From an optimization exercise on the open Yosys and OpenROAD flow, aimed at a short achievable clock period and few clock cycles; shortcuts taken in it are not production practice. RTL that was checked went through simulation tests only; none was proved equivalent to the original. The clock input has no modelled driver; a real chip could not lean on it and would need a root buffer or a full tree. No activity file was given, so power comes from the tool's default toggle rates.

Design top, start of the top module:
module top (
    input logic clk,
    input logic reset,
    output logic [4:0] curr_inst_addr,
    input logic [15:0] curr_inst,
    output logic write_enable_dmem,
    output logic [3:0] write_addr_dmem,
    output logic [7:0] write_data_dmem,
    output logic halted
);
Settings: LEC_CHECK=0, CAP_MARGIN=20, CORE_MARGIN=2, CORE_UTILIZATION=40, SETUP_SLACK_MARGIN=3.0, SLEW_MARGIN=20, SYNTH_HIERARCHICAL=1, SYNTH_MINIMUM_KEEP_SIZE=0; clock period 4.2 ns.
standard.sh (not shown) runs the stock make flow with config.mk's settings and CLKGATE_MAP_FILE= SYNTH_SCRIPT=/design/flow/synth_recipe.tcl, a recipe that flattens the netlist after the stock synthesis.
==> flow/flow/run.sh <==
#!/bin/bash
# Own flow: the standard layout (standard.sh) with two changes:
#  - the clock tree is built by flow/pre_cts.tcl (a two-level balanced tree,
#    see flow/mycts.tcl) instead of TritonCTS;
#  - the cells in flow/dont_use.txt are kept out of synthesis and timing
#    repair: the platform's own DONT_USE_CELLS list, plus full and half adders,
#    slow 3- and 4-input OR/NOR and AOI/OAI cells, 4-input muxes and delay
#    cells, so that abc and the resizer build the logic from faster cells.
# Every tool's output goes to the ORFS logs under orfs/logs and to standard.log.
set -euo pipefail
export PRE_CTS_TCL="$PWD/flow/pre_cts.tcl"
du="$(tr '\n' ' ' < flow/dont_use.txt)"
sed "s|\"\${@:-finish}\"|DONT_USE_CELLS=\"$du\" \"\${@:-finish}\"|" standard.sh > standard_du.sh
bash standard_du.sh ${FLOW_STANDARD_TARGETS:-} > standard.log 2>&1
Other scripts of this flow, unchanged in this note and not shown: flow/flow/dont_use.txt, flow/flow/mycts.tcl, flow/flow/pre_cts.tcl
Edit:
SETUP_SLACK_MARGIN = 2.7   (was 3.0)
What happened: Combinational power shrinks by about 6%; worst hold slack barely changes; cell area shrinks by 5.2%; global-route usage shrinks by 1.2 points.
Function was not checked in any run of this note: the RTL went through the layout flow alone. No run of this note takes its clock network from TritonCTS; it comes from the design's own scripts or RTL.

---

Another version of the RTL of top (not shown whole).
Size: roughly 37 I/O pins, roughly 0.022 mm^2 of cells after synthesis.
==> flow/design.v (excerpt) <==
module top (
    input logic clk,
    input logic reset,
    output logic [4:0] curr_inst_addr,
    input logic [15:0] curr_inst,
    output logic write_enable_dmem,
    output logic [3:0] write_addr_dmem,
    output logic [7:0] write_data_dmem,
    output logic halted
);
clock: 4.2 ns
lec_check: 0
cap_margin: 20
core_margin: 2
core_utilization: 40
place_density: 0.75
setup_slack_margin: 3.0
slew_margin: 20
synth_hierarchical: 1
synth_minimum_keep_size: 0
==> flow/flow/run.sh <==
#!/bin/bash
# Own flow: the standard layout (standard.sh) with two changes:
#  - the clock tree is built by flow/pre_cts.tcl (a two-level balanced tree)
#    instead of TritonCTS;
#  - full- and half-adder cells are added to DONT_USE_CELLS (flow/dont_use.txt
#    is the platform's list plus those), so abc maps adders as plain gates.
# Every tool's output goes to the ORFS logs under orfs/logs and to standard.log.
set -euo pipefail
export PRE_CTS_TCL="$PWD/flow/pre_cts.tcl"
du="$(tr '\n' ' ' < flow/dont_use.txt)"
sed "s|\"\${@:-finish}\"|DONT_USE_CELLS=\"$du\" \"\${@:-finish}\"|" standard.sh > standard_nofa.sh
bash standard_nofa.sh ${FLOW_STANDARD_TARGETS:-} > standard.log 2>&1
Other scripts of this flow, unchanged in this note and not shown: flow/flow/dont_use.txt, flow/flow/mycts.tcl, flow/flow/pre_cts.tcl
Testbench counts at the start, summed over its fixed seeds: cycles 24,272.
Change:
- CORE_UTILIZATION: 40 -> 55
- PLACE_DENSITY: 0.75 -> not set
The new run completed with no timing, DRC or antenna violations.
Worst setup slack loses 5.8 ps.
Power rose by about 0.7%.
Via count rose by about 3%.
Worst hold slack loses 6.6 ps.
Global-route usage rose by 12 points.
Final area rose by 0.59%.
Die area fell by 27%.
Fmax fell by 0.30%.
Synthesized area stays the same.
Wire length barely changes.
In every run of this note, the design's own scripts or RTL, not TritonCTS, make the clock network.

---

top, a different RTL version from the one above (not shown whole).
Size in the first run: roughly 2700 cells after synthesis, about 580 flip-flops, ~37 I/O pins, about 23000 um2 of cells after synthesis.
Settings: LEC_CHECK=0, CAP_MARGIN=20, CORE_MARGIN=2, CORE_UTILIZATION=40, SETUP_SLACK_MARGIN=3.0, SLEW_MARGIN=20, SYNTH_HIERARCHICAL=1, SYNTH_MINIMUM_KEEP_SIZE=0; clock period 4.2 ns.
==> flow/flow/run.sh <==
#!/bin/bash
# Own flow: the standard layout (standard.sh) with two changes:
#  - the clock tree is built by flow/pre_cts.tcl (a two-level balanced tree,
#    see flow/mycts.tcl) instead of TritonCTS;
#  - the cells in flow/dont_use.txt are kept out of synthesis and timing
#    repair: the platform's own DONT_USE_CELLS list, plus full and half adders,
#    slow 3- and 4-input OR/NOR and AOI/OAI cells, 4-input muxes and delay
#    cells, so that abc and the resizer build the logic from faster cells.
# Every tool's output goes to the ORFS logs under orfs/logs and to standard.log.
set -euo pipefail
export PRE_CTS_TCL="$PWD/flow/pre_cts.tcl"
du="$(tr '\n' ' ' < flow/dont_use.txt)"
sed "s|\"\${@:-finish}\"|DONT_USE_CELLS=\"$du\" \"\${@:-finish}\"|" standard.sh > standard_du.sh
bash standard_du.sh ${FLOW_STANDARD_TARGETS:-} > standard.log 2>&1
Other scripts of this flow, unchanged in this note and not shown: flow/flow/dont_use.txt, flow/flow/mycts.tcl, flow/flow/pre_cts.tcl
Change:
Settings changed: SETUP_SLACK_MARGIN 3.0 to 2.7.
Global-route usage grows by 0.34 points.
Core utilization came out lower by 2.7 points.
Via count went up by about 1.5%.
Wire length climbs by about 1.2%.
Cell count decreases by 0.94%.
Sequential share of layout area climbs by 1.7 points.
Worst hold slack gains 0.012 ns.
Die area stays the same.
No functional check of the RTL was part of any run of this note. No run of this note takes its clock network from TritonCTS; it comes from the design's own scripts or RTL.

---

The RTL this note starts from:
==> flow/design.v <==
`timescale 1ns / 1ps
module top (
    input logic clk,
    input logic reset,
    output logic [4:0] curr_inst_addr,
    input logic [15:0] curr_inst,
    output logic write_enable_dmem,
    output logic [3:0] write_addr_dmem,
    output logic [7:0] write_data_dmem,
    output logic halted
);
  logic [7:0] rf[16];
  logic [7:0] dm[16];
  logic [4:0] pc;
  logic halted_r;
  logic [31:0] bp_t;
  logic d_v, d_st, d_ld, d_add, d_br, d_halt, d_wr, d_imm, d_pred;
  logic [7:0] d_k8;
  logic [3:0] d_dst, d_sta;
  logic [15:0] d_ra, d_rb, d_dst_oh, d_sta_oh;
  logic d_fwa, d_fwb, d_fwm;
  logic [4:0] d_pc1, d_tgt, d_pc;
  logic ex_wr, ex_add, ex_br, ex_pred;
  logic [15:0] ex_we;   
  logic [7:0] ex_a, ex_b, ex_l;
  logic [4:0] ex_pc1, ex_tgt, ex_bpc;
  logic st_v;
  logic [3:0] st_a;
  logic [7:0] st_d;
  logic [15:0] st_we;   
  assign curr_inst_addr = pc;
  assign write_enable_dmem = st_v;
  assign write_addr_dmem = st_a;
  assign write_data_dmem = st_d;
  assign halted = halted_r;
  logic [7:0] res;
  logic taken, mispredict;
  assign res = ex_add ? ex_a + ex_b : ex_l;
  assign taken = (ex_a == ex_b);
  assign mispredict = ex_br && (taken != ex_pred);
  logic [7:0] rfa, rfb, dmb;
  always_comb begin
    rfa = 8'd0;
    rfb = 8'd0;
    dmb = 8'd0;
    for (int j = 0; j < 16; j++) begin
      rfa = rfa | (rf[j] & {8{d_ra[j]}});
      rfb = rfb | (rf[j] & {8{d_rb[j]}});
      dmb = dmb | (dm[j] & {8{d_rb[j]}});
    end
  end
  logic [7:0] a_n, b_n, m_n;
  assign a_n = d_fwa ? res : rfa;
  assign b_n = d_fwb ? res : rfb;
  assign m_n = d_fwm ? st_d : dmb;
  logic d_ok;
  assign d_ok = d_v && !mispredict;
  logic [2:0] op;
  logic imm;
  logic [3:0] rd, ra, rb;
  logic [7:0] k8;
  logic [4:0] tgt;
  assign op = curr_inst[15:13];
  assign imm = curr_inst[12];
  assign rd = curr_inst[11:8];
  assign ra = curr_inst[7:4];
  assign rb = curr_inst[3:0];
  assign k8 = curr_inst[7:0];
  assign tgt = curr_inst[12:8];
  logic is_st, is_ld, is_add, is_br, is_halt;
  assign is_st = (op == 3'b000);
  assign is_ld = (op == 3'b001);
  assign is_add = (op == 3'b010);
  assign is_br = (op == 3'b101);
  assign is_halt = (op == 3'b111);
  logic [15:0] ra_oh, rb_oh, rd_oh;
  always_comb
    for (int j = 0; j < 16; j++) begin
      ra_oh[j] = (ra == 4'(j));
      rb_oh[j] = (rb == 4'(j));
      rd_oh[j] = (rd == 4'(j));
    end
  logic f_wr;
  assign f_wr = is_ld || is_add;
  logic [3:0] dst, sta;
  assign dst = (is_ld && !imm) ? ra : rd;
  assign sta = imm ? rd : ra;
  logic [15:0] rz;
  always_comb
    for (int j = 0; j < 16; j++) rz[j] = (rf[j] == 8'd0);
  logic pred;
  assign pred = (ra == rb) || bp_t[pc] || ((rz & ra_oh) != 16'd0 && (rz & rb_oh) != 16'd0);
  logic f_ok;
  assign f_ok = !halted_r && !(d_v && d_halt) && !mispredict;
  logic [4:0] pc1;
  assign pc1 = pc + 5'd1;
  logic r0cap;
  logic cap;
  assign cap = !r0cap && (pc == 5'd0);
  logic [4:0] pc_other;
  always_comb
    if (mispredict) pc_other = ex_pred ? ex_pc1 : ex_tgt;
    else if (halted_r) pc_other = 5'd0;
    else pc_other = pc1;
  logic take;
  assign take = is_br && pred && !mispredict && !halted_r;
  logic [4:0] pc_n;
  assign pc_n = take ? tgt : pc_other;
  always_ff @(posedge clk)
    if (reset) begin
      r0cap <= cap;
      pc <= cap ? (is_br ? tgt : 5'd1) : 5'd0;
      halted_r <= cap && is_halt;
      d_v <= cap;
      ex_wr <= 1'b0;
      ex_br <= 1'b0;
      st_v <= 1'b0;
      bp_t <= 32'd0;
    end else begin
      r0cap <= 1'b0;
      pc <= pc_n;
      if ((f_ok && is_halt && !(d_v && d_br)) || (d_ok && d_halt)) halted_r <= 1'b1;
      d_v <= f_ok;
      ex_wr <= d_ok && d_wr;
      ex_br <= d_ok && d_br;
      st_v <= d_ok && d_st;
      if (ex_br) bp_t[ex_bpc] <= taken;
    end
  always_ff @(posedge clk) begin
    d_st <= is_st;
    d_ld <= is_ld;
    d_add <= is_add;
    d_br <= is_br;
    d_halt <= is_halt;
    d_wr <= f_wr;
    d_imm <= imm;
    d_k8 <= k8;
    d_dst <= dst;
    d_sta <= sta;
    d_ra <= ra_oh;
    d_rb <= rb_oh;
    d_dst_oh <= (is_ld && !imm) ? ra_oh : rd_oh;
    d_sta_oh <= imm ? rd_oh : ra_oh;
    d_pred <= pred || reset;
    d_pc1 <= pc1;
    d_tgt <= tgt;
    d_pc <= pc;
    d_fwa <= !reset && d_v && d_wr && (d_dst == ra);
    d_fwb <= !reset && d_v && d_wr && (d_dst == rb);
    d_fwm <= !reset && d_v && d_st && (d_sta == rb);
  end
  always_ff @(posedge clk) begin
    ex_add <= d_add;
    ex_we <= d_dst_oh;
    ex_a <= a_n;
    ex_b <= b_n;
    ex_l <= d_imm ? d_k8 : m_n;
    ex_pred <= d_pred;
    ex_pc1 <= d_pc1;
    ex_tgt <= d_tgt;
    ex_bpc <= d_pc;
    st_a <= d_sta;
    st_we <= d_sta_oh;
    st_d <= d_imm ? d_k8 : b_n;
  end
  always_ff @(posedge clk)
    for (int i = 0; i < 16; i++)
      if (reset) rf[i] <= 8'd0;
      else if (ex_wr && ex_we[i]) rf[i] <= res;
  always_ff @(posedge clk)
    for (int i = 0; i < 16; i++)
      if (reset) dm[i] <= 8'd0;
      else if (st_v && st_we[i]) dm[i] <= st_d;
endmodule
make LEC_CHECK=0 CAP_MARGIN=20 CORE_MARGIN=2 CORE_UTILIZATION=40 SETUP_SLACK_MARGIN=3.0 SLEW_MARGIN=20 finish   # period 4.2 ns
run.sh (not shown) runs the stock make flow with config.mk's settings and CLKGATE_MAP_FILE= SYNTH_SCRIPT=/design/flow/synth_recipe.tcl, a recipe that flattens the netlist after the stock synthesis.
Stock flow here: none of the scripts above is used.
Rerun with:
CORE_UTILIZATION = 30   (was 40)
Effect: Final cell count is higher by 3.3%. Routed wire length drops by 8.9%. Synthesized area stays the same. Combinational power stays flat. Power shrinks by 2.5%. Via count falls by 5.5%.
No run of this note included a check of the RTL's function; only the layout flow was run.

-- re-timing with driven ports --
The results above use ideal ports. As a check the final layouts listed here were re-extracted and re-timed, cells and wires unchanged.
Step 1: set_driving_cell puts a clkbuf_16 on clk and a buf_2 on each other input, an assumption about the parent block.
Step 2 adds t to the input delays and takes it off the output delays; t is the mean of the earliest and latest rising clock arrival at the registers after step 1. Input paths then give back, and output paths get back, about the clock's delay inside the block.
Three values: no drivers, after step 1, after step 2; two values: the first two.
run	t (ns)	setup WS [ns]	pins driven straight from the clock port
the first run of note 1	0.496	2.296 / 2.239 / 1.816	4
the second run of note 1	0.494	2.177 / 2.177 / 1.970	4
the first run of note 2	0.506	2.280 / 2.188 / 1.948	4
the second run of note 2	0.485	2.274 / 2.190 / 1.822	4
the first run of note 3	0.491	2.264 / 2.235 / 1.932	4
the second run of note 3	0.494	2.305 / 2.262 / 1.894	4
the first run of note 4	0.679	1.830 / 1.830 / 1.360	1
the second run of note 4	0.678	1.817 / 1.817 / 1.367	1
After both steps every run listed still meets setup and hold. The setup slack of the first run of note 1, which loses most, moves by -0.057 ns with the drivers and by -0.480 ns with both steps.
